This is an optimization exercise on Yosys and OpenROAD, whose aim is a short achievable clock period and few clock cycles, not a production implementation. Function was checked by simulation only, so behaviour that the tests miss may differ from the original. Power is estimated from default activity; no workload was simulated.

## run 1
Design processor, start of the top module:
module processor( input         clk, reset,
                  output [31:0] PC,
                  input  [31:0] instruction,
                  output        WE,
                  output [31:0] address_to_mem,
                  output [31:0] data_to_mem,
                  input  [31:0] data_from_mem
                );
==> flow/config.mk <==
export PLATFORM = sky130hd
export DESIGN_NAME = processor
export DESIGN_NICKNAME = processor
export VERILOG_FILES = /design/flow/design.v
export SDC_FILE = /design/flow/constraint.sdc
export NUM_CORES = 4
export LEC_CHECK = 0
export CAP_MARGIN = 20
export CORE_MARGIN = 2
export CORE_UTILIZATION = 40
export SLEW_MARGIN = 20
export SYNTH_HIERARCHICAL = 1
export SYNTH_MINIMUM_KEEP_SIZE = 0
==> flow/constraint.sdc <==
create_clock -name core_clock -period 12.5 [get_ports {clk}]
set_input_delay 2.5000 -clock core_clock [delete_from_list [all_inputs] [get_ports {clk}]]
set_output_delay 2.5000 -clock core_clock [all_outputs]
set_load 0.01 [all_outputs]
standard.sh (not shown) runs the stock make flow with config.mk's settings and CLKGATE_MAP_FILE= SYNTH_SCRIPT=/design/flow/synth_recipe.tcl, a recipe that flattens the netlist after the stock synthesis.
==> flow/flow/run.sh <==
#!/bin/bash
# Standard ORFS layout with two changes: timing repair aims for extra setup
# slack at the design's own clock and constraints, and the port buffers are
# buf_4 cells rather than the default delay-cell buffers. Timing repair does
# not remove buffers (removing them left max-slew violations).
set -euo pipefail
bash standard.sh SETUP_SLACK_MARGIN=9.4 SKIP_BUFFER_REMOVAL=1 "BUFFER_PORTS_ARGS=-buffer_cell sky130_fd_sc_hd__buf_4" finish > flow_make.log 2>&1
Testbench counts of run 1, summed over its fixed seeds: cycles 257,794.
Modified inputs, run 2 compared to run 1
diff --git a/flow/flow/run.sh b/flow/flow/run.sh
--- a/flow/flow/run.sh
+++ b/flow/flow/run.sh
@@ -5,3 +5,3 @@
 # not remove buffers (removing them left max-slew violations).
 set -euo pipefail
-bash standard.sh SETUP_SLACK_MARGIN=9.4 SKIP_BUFFER_REMOVAL=1 "BUFFER_PORTS_ARGS=-buffer_cell sky130_fd_sc_hd__buf_4" finish > flow_make.log 2>&1
+bash standard.sh SETUP_SLACK_MARGIN=9.0 SKIP_BUFFER_REMOVAL=1 "BUFFER_PORTS_ARGS=-buffer_cell sky130_fd_sc_hd__buf_4" finish > flow_make.log 2>&1
==> comparison <==
In run 2, the power after layout came out about 4.4% below the value in run 1. From run 1 to run 2 the numbers moved as follows: routed wire length now smaller; final HPWL from detailed placement saw a decrease; combinational power share shrank by 2.4 points; core utilization of the finished layout now sits lower. On worst slew margin relative to its limit, run 2 does better than run 1. Re number of clock buffer instances in the layout: run 2 and run 1 aren't equal, and the lower value belongs to run 1. Re die area: no difference whatsoever between run 2 and run 1. Of run 2 and run 1, the run reporting the higher sequential share of layout area was run 2.
> inputs changed (run 2 -> run 3)
diff --git a/flow/flow/run.sh b/flow/flow/run.sh
--- a/flow/flow/run.sh
+++ b/flow/flow/run.sh
@@ -5,3 +5,3 @@
 # not remove buffers (removing them left max-slew violations).
 set -euo pipefail
-bash standard.sh SETUP_SLACK_MARGIN=9.0 SKIP_BUFFER_REMOVAL=1 "BUFFER_PORTS_ARGS=-buffer_cell sky130_fd_sc_hd__buf_4" finish > flow_make.log 2>&1
+bash standard.sh SETUP_SLACK_MARGIN=8.7 SKIP_BUFFER_REMOVAL=1 "BUFFER_PORTS_ARGS=-buffer_cell sky130_fd_sc_hd__buf_4" finish > flow_make.log 2>&1
Notes after the runs:
Run 3 went all the way through synthesis, placement and routing and the layout is clean on timing, DRC and antenna. Delta (run 3 minus run 2): routed wire length fell by about 4.3%; measured slew at the worst slew-check pin rose by 0.035 ns; share of the cycle needed by the critical path after routing rose by 0.16 points.
> inputs changed (run 3 -> run 4)
Settings: setting PLACE_DENSITY to 0.75 for the first time.
diff --git a/flow/flow/run.sh b/flow/flow/run.sh
--- a/flow/flow/run.sh
+++ b/flow/flow/run.sh
@@ -5,3 +5,3 @@
 # not remove buffers (removing them left max-slew violations).
 set -euo pipefail
-bash standard.sh SETUP_SLACK_MARGIN=8.7 SKIP_BUFFER_REMOVAL=1 "BUFFER_PORTS_ARGS=-buffer_cell sky130_fd_sc_hd__buf_4" finish > flow_make.log 2>&1
+bash standard.sh SETUP_SLACK_MARGIN=9.0 SKIP_BUFFER_REMOVAL=1 "BUFFER_PORTS_ARGS=-buffer_cell sky130_fd_sc_hd__buf_4" finish > flow_make.log 2>&1
--- outcome ---
Between run 3 and run 4, the flow reports clock buffer count decreasing by a little under 10%.
Comparing run 3 with run 4, the global-route usage came out essentially unchanged.
Relative to run 3, the largest net degree at the start of global routing of run 4 is lower by 35.
In the reports for run 3 and run 4, the larger number of signal-net inverters in the final layout belongs to run 4.
Changes observed in run 4 relative to run 3: slack of the critical path shows a reduction of 0.10 ns, wire length after detailed routing moved up, post-CTS setup-driven buffer insertion count increased by 380% relative to the old numbers.

-- afterwards: timing with drivers on the ports --
Ports are ideal in the flow. The routed layouts listed here were re-timed in OpenROAD. Step 1 sets driving cells, clkbuf_16 on the clock port and buf_2 on the other inputs (assumed; they add their load-dependent delay and slew). Step 2 moves the port delays by t, midway between the first and last clock arrival at a register: inputs arrive t later, outputs are due t later. That takes back most of the time a late clock gives input paths. Slacks: ideal / step 1 / step 2; pairs: ideal / step 1.
run	t, ns	setup slack, ns	hold WS [ns]	worst slew at a driven data input, ns
run 1	1.032	8.481 / 8.369 / 8.213	0.327 / 0.327 / 0.327	0.30
run 2	1.013	8.498 / 8.384 / 8.053	0.339 / 0.339 / 0.339	0.26
run 3	1.002	8.478 / 8.377 / 7.926	0.330 / 0.330 / 0.330	0.32
run 4	1.051	8.375 / 8.263 / 7.942	0.322 / 0.322 / 0.322	0.32
After both steps every run listed still meets setup and hold. The setup slack of run 3, which loses most, moves by -0.101 ns with the drivers and by -0.552 ns with both steps.
